This design comes from an exercise in tuning for a short achievable clock period and few clock cycles per item on the open sky130 flow, not from production work.
The RTL was checked by simulation tests, not by an equivalence proof against the original design.
Power figures rest on the tool's default switching activity, not on a simulated workload.

before:
==> module snax_alu_shell_wrapper, before the edit <==
module snax_alu_shell_wrapper #(
  parameter int unsigned RegRWCount   = 3,
  parameter int unsigned RegROCount   = 2,
  parameter int unsigned NumPE        = 2,
  parameter int unsigned DataWidth    = 32,
  parameter int unsigned OutDataWidth = DataWidth*2,
  parameter int unsigned RegDataWidth = 32,
  parameter int unsigned RegAddrWidth = 32
)(
  input  logic clk_i,
  input  logic rst_ni,
  output logic [(NumPE*OutDataWidth)-1:0] acc2stream_0_data_o,
  output logic acc2stream_0_valid_o,
  input  logic acc2stream_0_ready_i,
  input  logic [(NumPE*DataWidth)-1:0] stream2acc_0_data_i,
  input  logic stream2acc_0_valid_i,
  output logic stream2acc_0_ready_o,
  input  logic [(NumPE*DataWidth)-1:0] stream2acc_1_data_i,
  input  logic stream2acc_1_valid_i,
  output logic stream2acc_1_ready_o,
  input  logic [RegRWCount*RegDataWidth-1:0]      csr_reg_set_i,
  input  logic                                    csr_reg_set_valid_i,
  output logic                                    csr_reg_set_ready_o,
  output logic [RegROCount*RegDataWidth-1:0]      csr_reg_ro_set_o
);
  localparam int unsigned Width   = NumPE*OutDataWidth;
  localparam int unsigned FastLat = 2;
  localparam int unsigned MulLat  = 4;
  localparam int unsigned QDepth  = MulLat;
  localparam int unsigned Cap     = QDepth + 1;
  logic       acc_output_success;
  logic       acc_ready;
  logic [1:0] csr_alu_config;
  logic [1:0] alu_mode;
  logic       is_mul, is_xor;
  logic       in_full_q, in_ready_q;
  logic       take;
  logic       addsub_q;
  logic [MulLat-2:0] mul_q;
  logic       xor_valid, fast_valid, arr_valid;
  logic [Width-1:0] xor_res, fast_res, prod_res, arr_data;
  logic             out_valid_q, out_empty_q;
  logic [Width-1:0] out_data_q;
  logic [QDepth-1:0][Width-1:0] q_data;
  logic [1:0] q_wr, q_rd;   
  logic [2:0] q_cnt;
  logic [2:0] occ_q;
  snax_alu_csr #(
    .RegDataWidth         ( RegDataWidth        )
  ) i_simple_alu_csr (
    .clk_i                ( clk_i               ),
    .rst_ni               ( rst_ni              ),
    .csr_reg_set_i        ( csr_reg_set_i       ),
    .csr_reg_set_valid_i  ( csr_reg_set_valid_i ),
    .csr_reg_set_ready_o  ( csr_reg_set_ready_o ),
    .csr_reg_ro_set_o     ( csr_reg_ro_set_o    ),
    .acc_output_success_i ( acc_output_success  ),
    .acc_ready_o          ( acc_ready           ),
    .csr_alu_config_o     ( csr_alu_config      )
  );
  assign alu_mode = csr_reg_set_valid_i ? csr_reg_set_i[1:0] : csr_alu_config;
  assign stream2acc_0_ready_o = !in_full_q;
  assign stream2acc_1_ready_o = !in_full_q;
  assign take = stream2acc_0_valid_i && stream2acc_1_valid_i && in_ready_q;
  assign acc2stream_0_valid_o = out_valid_q;
  assign acc2stream_0_data_o  = out_data_q;
  assign acc_output_success   = !out_empty_q && acc2stream_0_ready_i;
  for (genvar i = 0; i < NumPE; i ++) begin: gen_pes
    snax_alu_pe #(
      .FastLat ( FastLat )
    ) i_snax_alu_pe (
      .clk_i  ( clk_i                                           ),
      .a_i    ( stream2acc_0_data_i[i*DataWidth+:DataWidth]     ),
      .b_i    ( stream2acc_1_data_i[i*DataWidth+:DataWidth]     ),
      .mode_i ( alu_mode                                        ),
      .xor_o  ( xor_res[i*OutDataWidth+:OutDataWidth]           ),
      .fast_o ( fast_res[i*OutDataWidth+:OutDataWidth]          ),
      .prod_o ( prod_res[i*OutDataWidth+:OutDataWidth]          )
    );
  end
  assign is_mul = (alu_mode == 2'd2);
  assign is_xor = (alu_mode == 2'd3);
  always_ff @(posedge clk_i or negedge rst_ni) begin
    if (!rst_ni) begin
      addsub_q <= 1'b0;
      mul_q    <= '0;
    end else begin
      addsub_q <= take && !is_mul && !is_xor;
      mul_q    <= {mul_q[MulLat-3:0], take && is_mul};
    end
  end
  assign xor_valid = take && is_xor;
  if (FastLat == 1) begin : gen_fast1
    assign fast_valid = take && !is_mul && !is_xor;
  end else begin : gen_fast2
    assign fast_valid = addsub_q;
  end
  assign arr_valid = xor_valid || fast_valid || mul_q[MulLat-2];
  assign arr_data  = mul_q[MulLat-2] ? prod_res :
                     fast_valid      ? fast_res : xor_res;
  logic out_free;
  logic q_push, q_pop;
  assign out_free = out_empty_q || acc2stream_0_ready_i;
  assign q_pop    = out_free && (q_cnt != 0);
  assign q_push   = arr_valid && !(out_free && (q_cnt == 0));
  always_ff @(posedge clk_i or negedge rst_ni) begin
    if (!rst_ni) begin
      out_valid_q <= 1'b0;
      out_empty_q <= 1'b1;
      q_wr        <= '0;
      q_rd        <= '0;
      q_cnt       <= '0;
      occ_q       <= '0;
      in_full_q   <= 1'b0;
      in_ready_q  <= 1'b1;
    end else begin
      if (out_free) begin
        out_valid_q <=  ((q_cnt != 0) || arr_valid);
        out_empty_q <= !((q_cnt != 0) || arr_valid);
      end
      if (q_push) q_wr <= (q_wr == QDepth-1) ? '0 : q_wr + 1;
      if (q_pop)  q_rd <= (q_rd == QDepth-1) ? '0 : q_rd + 1;
      q_cnt <= q_cnt + 3'(q_push) - 3'(q_pop);
      occ_q <= occ_q + 3'(take) - 3'(acc_output_success);
      in_full_q  <= (occ_q + 3'(take) - 3'(acc_output_success)) >= Cap;
      in_ready_q <= (occ_q + 3'(take) - 3'(acc_output_success)) <  Cap;
    end
  end
  logic             sel_queue, sel_arr;
  logic [Width-1:0] out_data_d;
  assign sel_queue  = out_free && (q_cnt != 0);
  assign sel_arr    = out_free && (q_cnt == 0);
  assign out_data_d = ({Width{sel_queue}} & q_data[q_rd])
                    | ({Width{sel_arr}}   & arr_data)
                    | ({Width{!out_free}} & out_data_q);
  always_ff @(posedge clk_i) begin
    out_data_q <= out_data_d;
    if (arr_valid) q_data[q_wr] <= arr_data;
  end
endmodule
==> flow/config.mk <==
export PLATFORM = sky130hd
export DESIGN_NAME = snax_alu_shell_wrapper
export DESIGN_NICKNAME = snax_alu_shell_wrapper
export VERILOG_FILES = /design/flow/design.v
export SDC_FILE = /design/flow/constraint.sdc
export NUM_CORES = 4
export LEC_CHECK = 0
export ABC_CLOCK_PERIOD_IN_PS = 1500
export CAP_MARGIN = 20
export CORE_MARGIN = 2
export CORE_UTILIZATION = 60
export CTS_CLUSTER_DIAMETER = 100
export CTS_CLUSTER_SIZE = 30
export PLACE_DENSITY = 0.7
export SLEW_MARGIN = 20
==> flow/constraint.sdc <==
create_clock -name core_clock -period 15.0 [get_ports {clk_i}]
set_input_delay 3.0000 -clock core_clock [delete_from_list [all_inputs] [get_ports {clk_i}]]
set_output_delay 3.0000 -clock core_clock [all_outputs]
set_load 0.01 [all_outputs]
standard.sh (not shown) runs the stock make flow with config.mk's settings and CLKGATE_MAP_FILE= SYNTH_SCRIPT=/design/flow/synth_recipe.tcl, a recipe that flattens the netlist after the stock synthesis.
==> flow/flow/run.sh <==
#!/bin/bash
set -o pipefail
MARGIN=$(cat flow/margin.txt)
bash standard.sh synth > run_synth.log 2>&1 || exit 1
bash standard.sh SETUP_SLACK_MARGIN=$MARGIN MATCH_CELL_FOOTPRINT=0 \
  "BUFFER_PORTS_ARGS=-buffer_cell sky130_fd_sc_hd__buf_8" finish > run_layout.log 2>&1 || exit 1
==> flow/flow/margin.txt <==
10.75
before ended with every stage complete and zero timing, DRC or antenna violations.
Testbench counts of before, summed over its fixed seeds: cycles 12,607, items 12,166.
Input changes introduced in after (baseline for comparison: before):
--- a/flow/design.v
+++ b/flow/design.v
@@ -4497,12 +4497,12 @@
   output logic [RegROCount*RegDataWidth-1:0]      csr_reg_ro_set_o
 );
   localparam int unsigned Width   = NumPE*OutDataWidth;
   localparam int unsigned FastLat = 2;
   localparam int unsigned MulLat  = 4;
-  localparam int unsigned QDepth  = MulLat;
-  localparam int unsigned Cap     = QDepth + 1;
+  localparam int unsigned QDepth  = MulLat + 1;
+  localparam int unsigned Cap     = QDepth;
   logic       acc_output_success;
   logic       acc_ready;
   logic [1:0] csr_alu_config;
   logic [1:0] alu_mode;
   logic       is_mul, is_xor;
@@ -4513,11 +4513,11 @@
   logic       xor_valid, fast_valid, arr_valid;
   logic [Width-1:0] xor_res, fast_res, prod_res, arr_data;
   logic             out_valid_q, out_empty_q;
   logic [Width-1:0] out_data_q;
   logic [QDepth-1:0][Width-1:0] q_data;
-  logic [1:0] q_wr, q_rd;   
+  logic [2:0] q_wr, q_rd, q_rd1;   
   logic [2:0] q_cnt;
   logic [2:0] occ_q;
   snax_alu_csr #(
     .RegDataWidth         ( RegDataWidth        )
   ) i_simple_alu_csr (
@@ -4569,45 +4569,48 @@
     assign fast_valid = addsub_q;
   end
   assign arr_valid = xor_valid || fast_valid || mul_q[MulLat-2];
   assign arr_data  = mul_q[MulLat-2] ? prod_res :
                      fast_valid      ? fast_res : xor_res;
-  logic out_free;
-  logic q_push, q_pop;
-  assign out_free = out_empty_q || acc2stream_0_ready_i;
-  assign q_pop    = out_free && (q_cnt != 0);
-  assign q_push   = arr_valid && !(out_free && (q_cnt == 0));
+  logic       out_go;
+  logic       cnt_ge1, cnt_ge2;
+  logic       sel_next, sel_head, sel_arr;
+  logic [Width-1:0] out_data_d;
+  assign out_go   = acc_output_success;
+  assign cnt_ge1  = (q_cnt != 0);
+  assign cnt_ge2  = (q_cnt > 1);
+  assign sel_next = out_go && cnt_ge2;
+  assign sel_head = !out_go && cnt_ge1;
+  assign sel_arr  = !sel_next && !sel_head;
+  assign out_data_d = ({Width{sel_next}} & q_data[q_rd1])
+                    | ({Width{sel_head}} & q_data[q_rd])
+                    | ({Width{sel_arr}}  & arr_data);
   always_ff @(posedge clk_i or negedge rst_ni) begin
     if (!rst_ni) begin
       out_valid_q <= 1'b0;
       out_empty_q <= 1'b1;
       q_wr        <= '0;
       q_rd        <= '0;
+      q_rd1       <= 3'd1;
       q_cnt       <= '0;
       occ_q       <= '0;
       in_full_q   <= 1'b0;
       in_ready_q  <= 1'b1;
     end else begin
-      if (out_free) begin
-        out_valid_q <=  ((q_cnt != 0) || arr_valid);
-        out_empty_q <= !((q_cnt != 0) || arr_valid);
+      out_valid_q <=  (arr_valid || cnt_ge2 || (cnt_ge1 && !out_go));
+      out_empty_q <= !(arr_valid || cnt_ge2 || (cnt_ge1 && !out_go));
+      if (arr_valid) q_wr <= (q_wr == QDepth-1) ? '0 : q_wr + 3'd1;
+      if (out_go) begin
+        q_rd  <= q_rd1;
+        q_rd1 <= (q_rd1 == QDepth-1) ? '0 : q_rd1 + 3'd1;
       end
-      if (q_push) q_wr <= (q_wr == QDepth-1) ? '0 : q_wr + 1;
-      if (q_pop)  q_rd <= (q_rd == QDepth-1) ? '0 : q_rd + 1;
-      q_cnt <= q_cnt + 3'(q_push) - 3'(q_pop);
+      q_cnt <= q_cnt + 3'(arr_valid) - 3'(out_go);
       occ_q <= occ_q + 3'(take) - 3'(acc_output_success);
       in_full_q  <= (occ_q + 3'(take) - 3'(acc_output_success)) >= Cap;
       in_ready_q <= (occ_q + 3'(take) - 3'(acc_output_success)) <  Cap;
     end
   end
-  logic             sel_queue, sel_arr;
-  logic [Width-1:0] out_data_d;
-  assign sel_queue  = out_free && (q_cnt != 0);
-  assign sel_arr    = out_free && (q_cnt == 0);
-  assign out_data_d = ({Width{sel_queue}} & q_data[q_rd])
-                    | ({Width{sel_arr}}   & arr_data)
-                    | ({Width{!out_free}} & out_data_q);
   always_ff @(posedge clk_i) begin
     out_data_q <= out_data_d;
     if (arr_valid) q_data[q_wr] <= arr_data;
   end
 endmodule
## What came out
- Per the comparison of after with before, sequential cell count now sits higher, combinational share of power went up by 1.5 points.
- before → after: global-route wire length before repair increased about 12%, clock period minus worst slack increased 26 ps, width of the die increased 18 um, clock share of power essentially unchanged, sequential standard cell area increased about 8%.
- Sort before and after by met1 wire length, descending, and after comes first.
- before → after: ratio of final minimum period to clock period has increased; count of non-filler cells in the finished layout has increased; clock latency reported for the late side of the worst-skew pair has remained practically unchanged.
- [compare] base=before new=after: number of max-cap violations flat; sequential cell area fraction in the yosys report flat; reported net switching power up about 15%.
Testbench counts of after, summed over its fixed seeds: cycles 12,607, items 12,166.

[static timing again, ports no longer ideal]
In the flow no input, the clock included, has a driving cell. The finished layouts below were timed again as built, in two steps. Step 1 sets driving cells, clkbuf_16 on the clock port and buf_2 on the other inputs (assumed; they add their load-dependent delay and slew). Step 2 moves the port delays by t, midway between the first and last clock arrival at a register: inputs arrive t later, outputs are due t later. That takes back most of the time a late clock gives input paths. Three values: ideal ports, drivers, drivers and shift; two values: the first two.
run | t (ns) | setup slack, ns | hold slack, ns | worst slew at a driven data input, ns
before | 0.903 | 10.562 / 10.474 / 9.785 | 0.334 / 0.334 / 0.334 | 0.27
after | 0.899 | 10.536 / 10.443 / 9.885 | 0.339 / 0.339 / 0.339 | 0.24
After both steps setup and hold are still met in every run listed. The setup slack of before, which loses most, moves by -0.088 ns with the drivers and by -0.777 ns with both steps.
